This design comes from an exercise in tuning for small area on the open sky130 flow, not from production work. Only simulation tests tie the RTL to the original design; equivalence was not proved. Power figures rest on the tool's default switching activity, not on a simulated workload.

### design/flow/flow/run.sh
#!/bin/bash
# Layout flow: the standard flow (standard.sh) for every step, with these
# changes in how the layout is made:
#  - synthesis maps the logic with an area-oriented ABC script (abc_area.script
#    here, in place of ORFS's) and leaves adders to ABC (no ADDER_MAP_FILE);
#    the rest of synthesis is ORFS's, unchanged, so the registers are the
#    standard synthesis's;
#  - port buffers are sky130_fd_sc_hd__buf_1 (every port still gets one);
#  - clock tree synthesis leaves out dummy loads and uses clkbuf_8 buffers with
#    small sink clusters.
# Each step's full output goes to a log file in the work folder.
set -euo pipefail
WORK=$(pwd)
cp -r "$FLOW_HOME/scripts" "$WORK/scripts_own"
cp "$WORK/flow/abc_area.script" "$WORK/scripts_own/abc_area.script"
SCRIPTS_DIR="$WORK/scripts_own" ADDER_MAP_FILE= bash standard.sh synth > "$WORK/log_synth.txt" 2>&1
export BUFFER_PORTS_ARGS="-buffer_cell sky130_fd_sc_hd__buf_1"
export CTS_ARGS="-sink_clustering_enable -repair_clock_nets -dont_use_dummy_load -sink_clustering_size 14 -sink_clustering_max_diameter 60 -buf_list sky130_fd_sc_hd__clkbuf_8"
bash standard.sh finish > "$WORK/log_layout.txt" 2>&1
### design/flow/flow/abc_area.script
strash
&get -n
&dch
&nf -R 1000
&put
strash
&get -n
&dch
&nf -R 1000
&put
topo
### design/flow/standard.sh
#!/bin/bash
# synth_recipe.tcl (not shown) runs the flow's synth.tcl, then flattens the netlist and writes it again
# the make line also repeats each setting of config.mk as NAME=value (left out here)
make -C /OpenROAD-flow-scripts/flow DESIGN_CONFIG=/design/flow/config.mk WORK_HOME=/design/flow/orfs CLKGATE_MAP_FILE= SYNTH_SCRIPT=/design/flow/synth_recipe.tcl "${@:-finish}"
### design/flow/config.mk
export PLATFORM = sky130hd
export DESIGN_NAME = zigbee_rx_back
export DESIGN_NICKNAME = zigbee_rx_back
export VERILOG_FILES = /design/flow/design.v
export SDC_FILE = /design/flow/constraint.sdc
export NUM_CORES = 4
export LEC_CHECK = 0
export ABC_AREA = 1
export CAP_MARGIN = 20
export CORE_MARGIN = 2
export CORE_UTILIZATION = 75
export PLACE_DENSITY = 0.88
export SLEW_MARGIN = 20
### design/flow/constraint.sdc
create_clock -name core_clock -period 10.0 [get_ports {clk_i}]
set_input_delay 2.0000 -clock core_clock [delete_from_list [all_inputs] [get_ports {clk_i}]]
set_output_delay 2.0000 -clock core_clock [all_outputs]
set_load 0.01 [all_outputs]
### design/flow/design.v
module zigbee_cordic_dec(input wire [4:0] ibb, input wire [4:0] qbb, output wire [3:0] d);
  wire n_new_n100;
  wire n_new_n101;
  wire n_new_n102;
  wire n_new_n103;
  wire n_new_n104;
  wire n_new_n105;
  wire n_new_n106;
  wire n_new_n107;
  wire n_new_n108;
  wire n_new_n109;
  wire n_new_n110;
  wire n_new_n111;
  wire n_new_n112;
  wire n_new_n113;
  wire n_new_n114;
  wire n_new_n115;
  wire n_new_n116;
  wire n_new_n117;
  wire n_new_n118;
  wire n_new_n119;
  wire n_new_n120;
  wire n_new_n121;
  wire n_new_n122;
  wire n_new_n123;
  wire n_new_n124;
  wire n_new_n125;
  wire n_new_n126;
  wire n_new_n127;
  wire n_new_n128;
  wire n_new_n129;
  wire n_new_n130;
  wire n_new_n131;
  wire n_new_n132;
  wire n_new_n133;
  wire n_new_n134;
  wire n_new_n135;
  wire n_new_n136;
  wire n_new_n137;
  wire n_new_n138;
  wire n_new_n139;
  wire n_new_n140;
  wire n_new_n141;
  wire n_new_n142;
  wire n_new_n143;
  wire n_new_n144;
  wire n_new_n145;
  wire n_new_n146;
  wire n_new_n147;
  wire n_new_n148;
  wire n_new_n149;
  wire n_new_n15;
  wire n_new_n150;
  wire n_new_n151;
  wire n_new_n152;
  wire n_new_n153;
  wire n_new_n154;
  wire n_new_n155;
  wire n_new_n156;
  wire n_new_n157;
  wire n_new_n158;
  wire n_new_n159;
  wire n_new_n16;
  wire n_new_n160;
  wire n_new_n161;
  wire n_new_n162;
  wire n_new_n163;
  wire n_new_n164;
  wire n_new_n165;
  wire n_new_n166;
  wire n_new_n167;
  wire n_new_n168;
  wire n_new_n169;
  wire n_new_n17;
  wire n_new_n170;
  wire n_new_n171;
  wire n_new_n172;
  wire n_new_n173;
  wire n_new_n174;
  wire n_new_n175;
  wire n_new_n176;
  wire n_new_n177;
  wire n_new_n178;
  wire n_new_n179;
  wire n_new_n18;
  wire n_new_n180;
  wire n_new_n181;
  wire n_new_n182;
  wire n_new_n183;
  wire n_new_n184;
  wire n_new_n185;
  wire n_new_n186;
  wire n_new_n187;
  wire n_new_n188;
  wire n_new_n189;
  wire n_new_n19;
  wire n_new_n190;
  wire n_new_n191;
  wire n_new_n192;
  wire n_new_n193;
  wire n_new_n194;
  wire n_new_n195;
  wire n_new_n196;
  wire n_new_n197;
  wire n_new_n198;
  wire n_new_n199;
  wire n_new_n20;
  wire n_new_n200;
  wire n_new_n201;
  wire n_new_n202;
  wire n_new_n203;
  wire n_new_n204;
  wire n_new_n205;
  wire n_new_n206;
  wire n_new_n207;
  wire n_new_n208;
  wire n_new_n209;
  wire n_new_n21;
  wire n_new_n210;
  wire n_new_n211;
  wire n_new_n212;
  wire n_new_n214;
  wire n_new_n215;
  wire n_new_n216;
  wire n_new_n217;
  wire n_new_n218;
  wire n_new_n219;
  wire n_new_n22;
  wire n_new_n220;
  wire n_new_n23;
  wire n_new_n24;
  wire n_new_n25;
  wire n_new_n26;
  wire n_new_n27;
  wire n_new_n28;
  wire n_new_n29;
  wire n_new_n30;
  wire n_new_n31;
  wire n_new_n32;
  wire n_new_n33;
  wire n_new_n34;
  wire n_new_n35;
  wire n_new_n37;
  wire n_new_n38;
  wire n_new_n39;
  wire n_new_n40;
  wire n_new_n41;
  wire n_new_n42;
  wire n_new_n43;
  wire n_new_n44;
  wire n_new_n45;
  wire n_new_n46;
  wire n_new_n47;
  wire n_new_n48;
  wire n_new_n49;
  wire n_new_n50;
  wire n_new_n51;
  wire n_new_n52;
  wire n_new_n53;
  wire n_new_n54;
  wire n_new_n55;
  wire n_new_n56;
  wire n_new_n57;
  wire n_new_n58;
  wire n_new_n59;
  wire n_new_n60;
  wire n_new_n61;
  wire n_new_n62;
  wire n_new_n63;
  wire n_new_n64;
  wire n_new_n65;
  wire n_new_n66;
  wire n_new_n67;
  wire n_new_n68;
  wire n_new_n69;
  wire n_new_n70;
  wire n_new_n71;
  wire n_new_n72;
  wire n_new_n73;
  wire n_new_n74;
  wire n_new_n75;
  wire n_new_n76;
  wire n_new_n77;
  wire n_new_n78;
  wire n_new_n79;
  wire n_new_n80;
  wire n_new_n81;
  wire n_new_n82;
  wire n_new_n83;
  wire n_new_n84;
  wire n_new_n85;
  wire n_new_n86;
  wire n_new_n87;
  wire n_new_n88;
  wire n_new_n89;
  wire n_new_n91;
  wire n_new_n92;
  wire n_new_n93;
  wire n_new_n94;
  wire n_new_n95;
  wire n_new_n96;
  wire n_new_n97;
  wire n_new_n98;
  wire n_new_n99;
  assign n_new_n15 = (ibb[0] & qbb[0]);
  assign n_new_n16 = (ibb[4] & qbb[0]);
  assign n_new_n17 = (qbb[1] & ~n_new_n16);
  assign n_new_n18 = (~qbb[1] & n_new_n16);
  assign n_new_n19 = (~n_new_n17 & ~n_new_n18);
  assign n_new_n20 = (ibb[0] & ibb[4]);
  assign n_new_n21 = (ibb[1] & ~n_new_n20);
  assign n_new_n22 = (~ibb[1] & n_new_n20);
  assign n_new_n23 = (~n_new_n21 & ~n_new_n22);
  assign n_new_n24 = (n_new_n19 & ~n_new_n23);
  assign n_new_n25 = (~n_new_n19 & n_new_n23);
  assign n_new_n26 = (~n_new_n24 & ~n_new_n25);
  assign n_new_n27 = (n_new_n15 & ~n_new_n26);
  assign n_new_n28 = (~n_new_n15 & n_new_n26);
  assign n_new_n29 = (~n_new_n27 & ~n_new_n28);
  assign n_new_n30 = (~ibb[4] & qbb[4]);
  assign n_new_n31 = (~qbb[0] & ~qbb[1]);
  assign n_new_n32 = (~qbb[2] & n_new_n31);
  assign n_new_n33 = (~qbb[3] & n_new_n32);
  assign n_new_n34 = (ibb[4] & ~qbb[4]);
  assign n_new_n35 = (~n_new_n33 & n_new_n34);
  assign d[3] = (~n_new_n30 & ~n_new_n35);
  assign n_new_n37 = (ibb[0] & d[3]);
  assign n_new_n38 = (~n_new_n29 & ~n_new_n37);
  assign n_new_n39 = (n_new_n29 & n_new_n37);
  assign n_new_n40 = (~n_new_n38 & ~n_new_n39);
  assign n_new_n41 = (qbb[4] & n_new_n33);
  assign n_new_n42 = (d[3] & ~n_new_n41);
  assign n_new_n43 = (~ibb[0] & ~ibb[1]);
  assign n_new_n44 = (~ibb[2] & n_new_n43);
  assign n_new_n45 = (ibb[4] & ~n_new_n44);
  assign n_new_n46 = (ibb[3] & n_new_n45);
  assign n_new_n47 = (~ibb[3] & ~n_new_n45);
  assign n_new_n48 = (~n_new_n46 & ~n_new_n47);
  assign n_new_n49 = (ibb[4] & ~n_new_n32);
  assign n_new_n50 = (qbb[3] & n_new_n49);
  assign n_new_n51 = (~qbb[3] & ~n_new_n49);
  assign n_new_n52 = (~n_new_n50 & ~n_new_n51);
  assign n_new_n53 = (~n_new_n48 & n_new_n52);
  assign n_new_n54 = (ibb[4] & ~n_new_n31);
  assign n_new_n55 = (qbb[2] & n_new_n54);
  assign n_new_n56 = (~qbb[2] & ~n_new_n54);
  assign n_new_n57 = (~n_new_n55 & ~n_new_n56);
  assign n_new_n58 = (ibb[4] & ~n_new_n43);
  assign n_new_n59 = (ibb[2] & n_new_n58);
  assign n_new_n60 = (~ibb[2] & ~n_new_n58);
  assign n_new_n61 = (~n_new_n59 & ~n_new_n60);
  assign n_new_n62 = (n_new_n57 & ~n_new_n61);
  assign n_new_n63 = (~n_new_n57 & n_new_n61);
  assign n_new_n64 = (~n_new_n62 & ~n_new_n63);
  assign n_new_n65 = (ibb[0] & n_new_n28);
  assign n_new_n66 = (~n_new_n24 & ~n_new_n65);
  assign n_new_n67 = (n_new_n64 & n_new_n66);
  assign n_new_n68 = (~n_new_n62 & ~n_new_n67);
  assign n_new_n69 = (~n_new_n53 & n_new_n68);
  assign n_new_n70 = (n_new_n48 & ~n_new_n52);
  assign n_new_n71 = (~ibb[3] & ibb[4]);
  assign n_new_n72 = (n_new_n44 & n_new_n71);
  assign n_new_n73 = (n_new_n42 & n_new_n72);
  assign n_new_n74 = (~n_new_n42 & ~n_new_n72);
  assign n_new_n75 = (~n_new_n73 & ~n_new_n74);
  assign n_new_n76 = (~n_new_n70 & n_new_n75);
  assign n_new_n77 = (~n_new_n69 & n_new_n76);
  assign n_new_n78 = (n_new_n42 & ~n_new_n77);
  assign n_new_n79 = (~n_new_n48 & ~n_new_n52);
  assign n_new_n80 = (n_new_n48 & n_new_n52);
  assign n_new_n81 = (~n_new_n19 & ~n_new_n23);
  assign n_new_n82 = (~n_new_n27 & ~n_new_n81);
  assign n_new_n83 = (~n_new_n64 & n_new_n82);
  assign n_new_n84 = (~n_new_n57 & ~n_new_n61);
  assign n_new_n85 = (~n_new_n83 & ~n_new_n84);
  assign n_new_n86 = (~n_new_n80 & ~n_new_n85);
  assign n_new_n87 = (~n_new_n79 & ~n_new_n86);
  assign n_new_n88 = (~d[3] & ~n_new_n72);
  assign n_new_n89 = (~n_new_n87 & n_new_n88);
  assign d[2] = (~n_new_n78 & ~n_new_n89);
  assign n_new_n91 = (qbb[0] & ~d[3]);
  assign n_new_n92 = (~n_new_n29 & ~n_new_n91);
  assign n_new_n93 = (n_new_n29 & n_new_n91);
  assign n_new_n94 = (~n_new_n92 & ~n_new_n93);
  assign n_new_n95 = (d[2] & n_new_n94);
  assign n_new_n96 = (n_new_n64 & ~n_new_n82);
  assign n_new_n97 = (~n_new_n83 & ~n_new_n96);
  assign n_new_n98 = (d[3] & ~n_new_n97);
  assign n_new_n99 = (qbb[0] & n_new_n28);
  assign n_new_n100 = (~n_new_n25 & ~n_new_n99);
  assign n_new_n101 = (~n_new_n64 & ~n_new_n100);
  assign n_new_n102 = (n_new_n64 & n_new_n100);
  assign n_new_n103 = (~d[3] & ~n_new_n102);
  assign n_new_n104 = (~n_new_n101 & n_new_n103);
  assign n_new_n105 = (~n_new_n98 & ~n_new_n104);
  assign n_new_n106 = (~n_new_n95 & ~n_new_n105);
  assign n_new_n107 = (n_new_n95 & n_new_n105);
  assign n_new_n108 = (~n_new_n106 & ~n_new_n107);
  assign n_new_n109 = (~n_new_n40 & n_new_n108);
  assign n_new_n110 = (~ibb[0] & ~qbb[0]);
  assign n_new_n111 = (~n_new_n15 & ~n_new_n110);
  assign n_new_n112 = (n_new_n94 & n_new_n111);
  assign n_new_n113 = (n_new_n40 & ~n_new_n108);
  assign n_new_n114 = (~n_new_n109 & ~n_new_n113);
  assign n_new_n115 = (~n_new_n112 & n_new_n114);
  assign n_new_n116 = (~n_new_n109 & ~n_new_n115);
  assign n_new_n117 = (~n_new_n53 & ~n_new_n70);
  assign n_new_n118 = (~n_new_n63 & ~n_new_n102);
  assign n_new_n119 = (~d[3] & n_new_n118);
  assign n_new_n120 = (d[3] & n_new_n85);
  assign n_new_n121 = (~n_new_n119 & ~n_new_n120);
  assign n_new_n122 = (~n_new_n117 & n_new_n121);
  assign n_new_n123 = (n_new_n117 & ~n_new_n121);
  assign n_new_n124 = (~n_new_n122 & ~n_new_n123);
  assign n_new_n125 = (~n_new_n94 & n_new_n105);
  assign n_new_n126 = (d[2] & ~n_new_n125);
  assign n_new_n127 = (n_new_n124 & ~n_new_n126);
  assign n_new_n128 = (~n_new_n124 & n_new_n126);
  assign n_new_n129 = (~n_new_n127 & ~n_new_n128);
  assign n_new_n130 = (~d[3] & ~n_new_n97);
  assign n_new_n131 = (~n_new_n64 & ~n_new_n66);
  assign n_new_n132 = (d[3] & ~n_new_n67);
  assign n_new_n133 = (~n_new_n131 & n_new_n132);
  assign n_new_n134 = (~n_new_n130 & ~n_new_n133);
  assign n_new_n135 = (n_new_n129 & ~n_new_n134);
  assign n_new_n136 = (~n_new_n129 & n_new_n134);
  assign n_new_n137 = (~n_new_n135 & ~n_new_n136);
  assign n_new_n138 = (n_new_n116 & n_new_n137);
  assign n_new_n139 = (~n_new_n116 & ~n_new_n137);
  assign n_new_n140 = (~n_new_n138 & ~n_new_n139);
  assign n_new_n141 = (~n_new_n40 & n_new_n134);
  assign n_new_n142 = (d[2] & ~n_new_n141);
  assign n_new_n143 = (~d[3] & n_new_n85);
  assign n_new_n144 = (d[3] & n_new_n68);
  assign n_new_n145 = (~n_new_n143 & ~n_new_n144);
  assign n_new_n146 = (~n_new_n117 & n_new_n145);
  assign n_new_n147 = (n_new_n117 & ~n_new_n145);
  assign n_new_n148 = (~n_new_n146 & ~n_new_n147);
  assign n_new_n149 = (n_new_n142 & n_new_n148);
  assign n_new_n150 = (~n_new_n142 & ~n_new_n148);
  assign n_new_n151 = (~n_new_n149 & ~n_new_n150);
  assign n_new_n152 = (~n_new_n105 & n_new_n151);
  assign n_new_n153 = (n_new_n40 & ~n_new_n134);
  assign n_new_n154 = (d[2] & ~n_new_n153);
  assign n_new_n155 = (~d[2] & ~n_new_n134);
  assign n_new_n156 = (~n_new_n94 & ~n_new_n111);
  assign n_new_n157 = (~n_new_n155 & ~n_new_n156);
  assign n_new_n158 = (~n_new_n154 & n_new_n157);
  assign n_new_n159 = (n_new_n94 & ~n_new_n110);
  assign n_new_n160 = (~n_new_n141 & ~n_new_n159);
  assign n_new_n161 = (~n_new_n158 & n_new_n160);
  assign n_new_n162 = (n_new_n105 & ~n_new_n151);
  assign n_new_n163 = (~n_new_n152 & ~n_new_n162);
  assign n_new_n164 = (~n_new_n161 & n_new_n163);
  assign n_new_n165 = (~n_new_n152 & ~n_new_n164);
  assign n_new_n166 = (n_new_n141 & n_new_n148);
  assign n_new_n167 = (~n_new_n165 & ~n_new_n166);
  assign n_new_n168 = (~n_new_n124 & n_new_n167);
  assign n_new_n169 = (~n_new_n70 & n_new_n118);
  assign n_new_n170 = (~d[3] & ~n_new_n53);
  assign n_new_n171 = (~n_new_n169 & n_new_n170);
  assign n_new_n172 = (d[3] & ~n_new_n87);
  assign n_new_n173 = (~n_new_n171 & ~n_new_n172);
  assign n_new_n174 = (n_new_n75 & n_new_n173);
  assign n_new_n175 = (~n_new_n75 & ~n_new_n173);
  assign n_new_n176 = (~n_new_n174 & ~n_new_n175);
  assign n_new_n177 = (~n_new_n168 & n_new_n176);
  assign n_new_n178 = (n_new_n168 & ~n_new_n176);
  assign n_new_n179 = (~n_new_n177 & ~n_new_n178);
  assign n_new_n180 = (n_new_n140 & n_new_n179);
  assign n_new_n181 = (~n_new_n135 & ~n_new_n138);
  assign n_new_n182 = (d[2] & ~n_new_n127);
  assign n_new_n183 = (n_new_n176 & ~n_new_n182);
  assign n_new_n184 = (~n_new_n176 & n_new_n182);
  assign n_new_n185 = (~n_new_n183 & ~n_new_n184);
  assign n_new_n186 = (n_new_n148 & ~n_new_n185);
  assign n_new_n187 = (~n_new_n148 & n_new_n185);
  assign n_new_n188 = (~n_new_n186 & ~n_new_n187);
  assign n_new_n189 = (n_new_n181 & ~n_new_n188);
  assign n_new_n190 = (~n_new_n181 & n_new_n188);
  assign n_new_n191 = (~n_new_n189 & ~n_new_n190);
  assign n_new_n192 = (~n_new_n140 & ~n_new_n191);
  assign n_new_n193 = (~n_new_n180 & ~n_new_n192);
  assign n_new_n194 = (~n_new_n140 & n_new_n179);
  assign n_new_n195 = (n_new_n124 & ~n_new_n167);
  assign n_new_n196 = (~n_new_n168 & ~n_new_n195);
  assign n_new_n197 = (n_new_n161 & ~n_new_n163);
  assign n_new_n198 = (~n_new_n164 & ~n_new_n197);
  assign n_new_n199 = (~n_new_n156 & n_new_n198);
  assign n_new_n200 = (n_new_n115 & n_new_n199);
  assign n_new_n201 = (n_new_n198 & ~n_new_n200);
  assign n_new_n202 = (n_new_n196 & n_new_n201);
  assign n_new_n203 = (~n_new_n112 & ~n_new_n199);
  assign n_new_n204 = (~n_new_n114 & ~n_new_n203);
  assign n_new_n205 = (~n_new_n115 & ~n_new_n204);
  assign n_new_n206 = (~n_new_n196 & ~n_new_n201);
  assign n_new_n207 = (n_new_n205 & ~n_new_n206);
  assign n_new_n208 = (~n_new_n202 & ~n_new_n207);
  assign n_new_n209 = (~n_new_n194 & n_new_n208);
  assign n_new_n210 = (~n_new_n193 & ~n_new_n209);
  assign n_new_n211 = (d[2] & n_new_n183);
  assign n_new_n212 = (~n_new_n187 & ~n_new_n211);
  assign d[1] = ~((~n_new_n190 & n_new_n212));
  assign n_new_n214 = (~n_new_n210 & d[1]);
  assign n_new_n215 = (n_new_n196 & ~n_new_n205);
  assign n_new_n216 = (~n_new_n180 & ~n_new_n200);
  assign n_new_n217 = (~n_new_n215 & n_new_n216);
  assign n_new_n218 = (~n_new_n140 & ~n_new_n179);
  assign n_new_n219 = (n_new_n191 & ~n_new_n218);
  assign n_new_n220 = (~n_new_n217 & n_new_n219);
  assign d[0] = ~((~n_new_n214 & ~n_new_n220));
endmodule
module zigbee_cordic_top (
	input  wire       reset_n,
	input  wire       clk,
	input  wire [4:0] ibb,
	input  wire [4:0] qbb,
	input  wire       iValid,
	output wire [4:0] wout,
	output wire       take_o
	);
	wire [3:0] d;
	zigbee_cordic_dec i_dec (.ibb(ibb), .qbb(qbb), .d(d));
	reg v_s0, v_s1;
	always @(posedge clk, negedge reset_n) begin
		if (!reset_n) begin
			v_s0 <= 0;
			v_s1 <= 0;
		end else begin
			v_s0 <= iValid;
			v_s1 <= v_s0;
		end
	end
	assign wout = {~(ibb[4] ^ d[3]), ~d[3], d[2:0]};
	assign take_o = v_s0 & ~v_s1;
endmodule
module bit_recovery(
	input  logic       clk,
	input  logic       resetn,
	input  logic [4:0] phase,
	input  logic       take,
	output logic       data_bits
	);
	logic [4:0] phase_q;
	logic lt, bit_new, bit_early;
	logic [2:0] bit_d;
	assign lt = phase[3:0] < phase_q[3:0];
	always_comb begin
		if (phase[4] != phase_q[4])
			bit_new = lt;
		else if (!phase[4])
			bit_new = lt ? bit_early : 1'b1;
		else
			bit_new = lt ? 1'b0 : bit_early;
	end
	always_ff @(posedge clk, negedge resetn) begin
		if (~resetn) begin
			phase_q <= 0;
			bit_early <= 0;
			bit_d <= 0;
		end else begin
			if (take) begin
				phase_q <= phase;
				bit_early <= bit_new;
			end
			bit_d <= {bit_d[1:0], bit_early};
		end
	end
	assign data_bits = bit_d[2];
endmodule
module cdr(
	input  logic clk,
	input  logic resetn_i,
	input  logic data_i,
	output logic data_en_o,
	output logic take_o
	);
	logic q1, q3;
	logic T_w, E_w;
	logic [4:0] count;
	logic [4:0] rest;
	assign T_w = data_i ^ q1;
	assign E_w = q1 ^ q3;
	assign rest = ~T_w ? 5'd14 : (E_w ? 5'd13 : 5'd15);
	assign take_o = count == 0;
	assign data_en_o = count == 1;
	always_ff @(posedge clk, negedge resetn_i) begin
		if (~resetn_i) begin
			q1 <= 0;
			q3 <= 0;
			count <= 25;
		end else begin
			if (count == 12) begin
				q1 <= data_i;
				count <= rest;
			end else if (count == 25) begin
				q3 <= data_i;
				count <= 0;
			end else
				count <= count + 1;
		end
	end
endmodule
module bit_recovery_CDR(
	input  logic       clk,
	input  logic       resetn,
	input  logic [4:0] phase_i,
	input  logic       ph_take_i,
	output logic       data_en_o,
	output logic       take_o,
	output logic       data_w
	);
	bit_recovery i_bit_recovery(
		.clk(clk), .resetn(resetn), .phase(phase_i), .take(ph_take_i), .data_bits(data_w));
	cdr i_cdr(
		.clk(clk), .resetn_i(resetn), .data_i(data_w), .data_en_o(data_en_o), .take_o(take_o));
endmodule
module fifo_rx (
	input  logic       clk,
	input  logic       reset_n,
	input  logic       en_cdr,
	input  logic       take,
	input  logic       data_in,
	input  logic       psel,
	input  logic       pwrite,
	input  logic       penable,
	output logic       pslverr,
	output logic [7:0] prdata,
	output logic       bit_o
	);
	logic [7:0] ring [0:3][0:14];
	logic [7:0] head [0:3];
	logic [8:0] sr;
	logic [2:0] i;
	logic [1:0] rd_bank, last_bank, rd_bank_next;
	logic [3:0] rd_row, last_row, rd_row_next, rd_row_next1, last_row_next;
	logic [6:0] cnt;
	logic pending, inserted;
	logic full, empty, wr_en, rd_en, adv, byp, ins, clr;
	logic [7:0] stg;
	function automatic logic [3:0] row_step(input logic [3:0] r, input logic two);
		logic [4:0] s;
		s = r + 5'd1 + two;
		row_step = (s >= 5'd15) ? 4'(s - 5'd15) : s[3:0];
	endfunction
	assign empty = cnt == 0;
	assign full = cnt[6];
	assign pslverr = empty;
	assign wr_en = en_cdr && (i == 1);
	assign bit_o = sr[8];
	assign rd_en = psel && penable && !pwrite && !empty;
	assign adv = rd_en || (full && wr_en);
	assign rd_bank_next = rd_bank + adv;
	assign rd_row_next = row_step(rd_row, adv && (rd_bank == 2'd3));
	assign rd_row_next1 = (rd_row_next == 4'd14) ? 4'd0 : rd_row_next + 4'd1;
	assign last_row_next = row_step(last_row, wr_en && (last_bank == 2'd3));
	assign stg = sr[7:0];
	assign byp = pending && (cnt == 7'd1);
	assign ins = pending && !inserted && (last_row == 4'd14);
	assign clr = pending && inserted && (last_row == 4'd3);
	logic near_full;
	logic [1:0] cnt_d;
	logic [3:0] supp;
	assign near_full = cnt[6] || (cnt[5:2] == 4'b1111 && cnt[1:0] != 2'b00);
	assign cnt_d = cnt[1:0] - 2'd1;
	always_comb begin
		for (integer b = 0; b < 4; b++) begin
			logic [1:0] m;
			m = 2'(b - rd_bank);
			supp[b] = near_full && !(adv && rd_bank == b) &&
			          ({1'b0, m} + (pending && !inserted) <= {1'b0, cnt_d});
		end
	end
	logic [3:0] tsel [0:3];
	logic [3:0] hold;
	always_comb begin
		for (integer b = 0; b < 4; b++) begin
			logic [3:0] x;
			x = (b < rd_bank_next) ? rd_row_next1 : rd_row_next;
			for (integer j = 0; j < 4; j++)
				tsel[b][j] = (x == 4'(4 * j)) && !supp[b];
			hold[b] = !(|tsel[b]);
		end
	end
	always_ff @(posedge clk) begin
		for (integer b = 0; b < 4; b++) begin
			ring[b][0] <= (ins && last_bank == b) ? stg : ring[b][14];
			for (integer j = 1; j < 15; j++)
				ring[b][j] <= ring[b][j-1];
			head[b] <= (ring[b][14] & {8{tsel[b][0]}}) | (ring[b][3] & {8{tsel[b][1]}}) |
			           (ring[b][7] & {8{tsel[b][2]}}) | (ring[b][11] & {8{tsel[b][3]}}) |
			           (head[b] & {8{hold[b]}});
		end
	end
	always_ff @(posedge clk) begin
		if (take)
			sr[0] <= sr[1];
	end
	always_ff @(posedge clk, negedge reset_n) begin
		if (~reset_n) begin
			sr[8:1] <= 0;
			i <= 0;
			rd_bank <= 0;
			rd_row <= 0;
			last_bank <= 2'd3;
			last_row <= 4'd14;
			cnt <= 0;
			pending <= 0;
			inserted <= 0;
			prdata <= 0;
		end else begin
			if (take) begin
				sr[8:1] <= {data_in, sr[8:2]};
				i <= i + 1;
			end
			rd_bank <= rd_bank_next;
			rd_row <= rd_row_next;
			last_bank <= last_bank + wr_en;
			last_row <= last_row_next;
			if (wr_en && !adv)
				cnt <= cnt + 1;
			else if (adv && !wr_en)
				cnt <= cnt - 1;
			if (wr_en) begin
				pending <= 1;
				inserted <= 0;
			end else if (ins)
				inserted <= 1;
			else if (clr)
				pending <= 0;
			if (rd_en)
				prdata <= byp ? stg : head[rd_bank];
			else
				prdata <= 0;
		end
	end
endmodule
module zigbee_rx_back (
  input  logic       clk_i,
  input  logic       resetn_i,
  input  logic [4:0] ibb_i,
  input  logic [4:0] qbb_i,
  input  logic       iq_valid_i,
  input  logic       psel_i,
  input  logic       penable_i,
  input  logic       pwrite_i,
  output logic [7:0] prdata_o,
  output logic       pslverr_o,
  output logic       bit_o,
  output logic       bit_en_o
);
  logic [4:0] cordic_phase;
  logic       cordic_take;
  logic       cdr_bit;
  logic       cdr_take;
  logic       cdr_valid;
  zigbee_cordic_top i_cordic (
    .reset_n(resetn_i), .clk(clk_i), .ibb(ibb_i), .qbb(qbb_i), .iValid(iq_valid_i),
    .wout(cordic_phase), .take_o(cordic_take));
  bit_recovery_CDR i_cdr (
    .clk(clk_i), .resetn(resetn_i), .phase_i(cordic_phase), .ph_take_i(cordic_take),
    .data_en_o(cdr_valid), .take_o(cdr_take), .data_w(cdr_bit));
  fifo_rx i_fifo_rx (
    .clk(clk_i), .reset_n(resetn_i), .en_cdr(cdr_valid), .take(cdr_take), .data_in(cdr_bit),
    .psel(psel_i), .pwrite(pwrite_i), .penable(penable_i),
    .pslverr(pslverr_o), .prdata(prdata_o), .bit_o(bit_o));
  assign bit_en_o = cdr_valid;
endmodule
==> metrics.yaml <==
clk_pin_slew_ps: 80
rrSetupSlack_ps: 3320
ff_latch_area_mm2: 0.0117
hold_buffers: 0
die_h_um: 146
synth_top_area_share_pct: 67.9
crit_path_max_fanout: 12
cts_buffers: 47
final_nets: 1215
crit_path_start: "pwrite_i"
worst_pin_slew_ps: 1090
antenna_cells: 0
seq_area_frac_synth_pct: 77.8
fin_cells: 1462
grt_start_max_net_pins: 59
critical_path.top_delay_family: "simple AND/OR/NAND/NOR gates"
ff2ff_path_depth: 22
drv_cap: 0
fin_setup_tns_ps: 0
cts_tree: "done"
cts_num_sinks: 571
min_period_over_period_pct: 69.1
clock_latency_ps: 570
initial_core_util_pct: 77.1
synth.area.top_cells: "dfxtp_1 (68%), dfrtp_1 (8.3%), nand2_1 (3.2%), a222oi_1 (2.7%), mux2_1 (2.6%)"
status: "finished clean"
cts_setup_buffers: 0
antenna_found_initial: 0
totalWireLength_mm: 29.4
hpwl_mm: 19.3
multiInputGateArea_mm2: 0.00336
path_depth: 18
synthFlopType: "dfxtp_1"
h-tree-depth: 2
hp-class: "reg -> reg"
worstHoldStart: "i_fifo_rx.ring[5][2]"
slew_headroom_pct: 26.6
overflow: 0
cp.required_ps: 10440
yosysTopAreaCell: "dfxtp_1"
clock-root-buffer: "clkbuf_8"
stdcell_area_mm2: 0.0163
worstSetupPathType: "in -> reg"
worstPathCellList: "buf_1 > nor2_1 > nand3_1 > nand2_1 > and2_0 > or2_0 > xor2_1 > nand3_1 > nor2_1 > a21oi_1 > o21ai_0 > clkinv_1 > nand3_1 > nand2_1 > o21ai_1 > and3b_1 > a222oi_1 > nand2_1"
drv_slew: 0
grt_pass1_vias: 8650
p_leak_nw: 6.62
fillers: 967
clock_path_buffers: 3
area_delta_synth_final_pct: 7.73
startpoint_type: "primary input"
io_buffers: 26
coreArea_mm2: 0.0196
dr.pass1.iters: 6
hold_viol_final: 0
layout_commonest_cell: "dfxtp_1"
critPathMaxStageDelay_ps: 860
viasPerCell: 5.94
period_needed_ps: 6910
vias: 8687
grt_pass1_wl_mm: 45.9
synth_edf_count: 1
setup_viol: 0
fmax_mhz: 145
syn_avg_cell_area_um2: 13.5
syn_inst: 1118
die-area_mm2: 0.0213
ir_worst_vdd_v: 0.000214
ys_async_sr_fraction_pct: 10.2
skew_ps: 44.0
r2r-end: "i_fifo_rx.head[2][2]"
synth_seq_cells: 571
worstReg2RegStart: "i_fifo_rx.cnt[0]"
io_pins: 27
synthesis.nets: 1134
place.gp.congestion: 0.915
initialDrtViolationCount: 806
num_rows: 51
antenna_left: 0
cp-endpoint: "i_fifo_rx.head[2][2]"
final_core_util_pct: 83.0
die_w_um: 146
cp.arrival_ps: 7350
track_usage_pct: 27.8
cp.buffers_inverters: 2
rsz0062_at_grt: "false"
drc: 0
cts_resized: 0
ys_types: 44
endpoint_kind: "register"
avgRoutedWirePerCell_um: 20.1
syn_area_mm2: 0.0151
final_layout_size_suffix_gt1_share_pct: 6.02
place_area_mm2: 0.0156
yosys_warnings: 7
crit_path_top_delay_cell: "o21ai_1"
layout_common_cells: "dfxtp_1 (512), nand2_1 (128), nor2_1 (53)"
power_density_mw_per_mm2: 285
dp_cells: 1414
flip-flops by register name, summed over array words and instances, names as in the netlist, 2 cells and up:
| signal | cells |
|---|---|
| i_fifo_rx.i | 3 |
| i_fifo_rx.rd_bank | 2 |
| i_fifo_rx.prdata | 8 |
| i_fifo_rx.last_bank | 2 |
| i_fifo_rx.sr | 9 |
| i_fifo_rx.ring | 480 |
| i_cdr.i_bit_recovery.bit_d | 3 |
| i_fifo_rx.head | 32 |
| i_cdr.i_bit_recovery.phase_q | 5 |
| i_fifo_rx.last_row | 4 |
| i_fifo_rx.cnt | 7 |
| i_cdr.i_cdr.count | 5 |
| i_fifo_rx.rd_row | 4 |
worst reg2reg max path, cell delays in order (launching register included):
cell      delay [ps]
dfrtp_1          430
clkinv_1         130
nand2_1          120
nor2_1           230
nand2_1          150
nor3_1           330
nor2_1            80
nand3_1          450
nand2_1          350
and2_0           310
or2_0            300
xor2_1           350
nand3_1          160
nor2_1           120
a21oi_1          100
o21ai_0          350
clkinv_1         360
nand3_1          300
nand2_1          110
o21ai_1          860
and3b_1          420
a222oi_1         380
nand2_1          140
cell families (layout without fill, tap and decap cells):
family / after synthesis / count (layout) / synth area share, %
flops: 571 / 571 / 77.8
xor+xnor: 47 / 47 / 2.73
mux: 38 / 38 / 2.81
fa+ha+maj: 5 / 5 / 0.331
compound gates: 177 / 177 / 8.19
simple gates: 266 / 266 / 7.84
buf+inv: 14 / 93 / 0.348
synth_stat cells (all sizes together), types with 4 or more instances:
cell type,count
a31oi,7
dfstp,8
nor2b,8
dfrtp,50
mux2,35
maj3,5
a22oi,34
and2,6
a21oi,39
nor3b,5
and3,5
xor2,19
o21ai,37
nand2b,13
nor2,53
a222oi,40
nor3,16
clkinv,14
o211ai,4
nand2,128
dfxtp,512
nand3,18
xnor2,28
or3,4
layer usage:
metal  track usage (%)  vias up  wire, um
li1                  -     4017         -
met1              36.8     4180     12200
met2              45.1      376     13900
met3              4.39      114      1870
met4              13.6        0      1450
met5                 0        -         0
worst min-delay path by stage:
stage,end,slack (ps),depth (start not counted)
2_1_floorplan,i_fifo_rx.ring[10][0],310,0
3_3_place_gp,i_fifo_rx.ring[6][7],310,0
3_5_place_dp,i_fifo_rx.ring[26][7],310,0
4_1_cts,i_fifo_rx.ring[6][2],290,0
5_1_grt,i_fifo_rx.ring[6][2],290,0
6_report,i_fifo_rx.ring[6][2],290,0
layout make-up:
class | instances | share of cell area, %
timing repair buffer | 32 | 0.854
inverter | 14 | 0.323
multi-input combinational | 533 | 20.6
sequential | 571 | 72.2
tap | 265 | 2.04
clock buffer | 47 | 3.98
per-stage QoR:
step | total power, mW | setup WS [ps] | hold slack [ps]
2_1_floorplan | 3.21 | 3730 | 310
3_3_place_gp | 3.46 | 2740 | 310
3_5_place_dp | 3.53 | 2760 | 312
4_1_cts | 4.56 | 3260 | 287
5_1_grt | 4.82 | 2740 | 290
6_report | 4.63 | 3090 | 286
where the power goes:
group / internal [mW] / total [mW] / switching (mW) / leakage (nW)
combinational: 0.318 / 1.08 / 0.758 / 1.43
clock: 0.421 / 1.06 / 0.642 / 0.338
sequential: 2.38 / 2.49 / 0.114 / 4.85

re-timing with driven ports:
How much do the figures lean on ideal ports? The routed layout below was timed once more, with nothing changed but the port constraints.
Step 1 sets driving cells, clkbuf_16 on the clock port and buf_2 on the other inputs (assumed; they add their load-dependent delay and slew).
Step 2 adds t to the input delays and takes it off the output delays; t is the mean of the earliest and latest rising clock arrival at the registers after step 1. Input paths then give back, and output paths get back, about the clock's delay inside the block.
Three values: ideal ports, drivers, drivers and shift; two values: the first two.
t (ns): 0.597
setup WS [ns]: 3.085 / 3.104 / 2.507
worst register clock-pin slew, ns: 0.09 / 0.09
cell pins on the clock port's net: 1
After both steps setup and hold are still met in this run. The setup slack of this run moves by +0.019 ns with the drivers and by -0.578 ns with both steps.
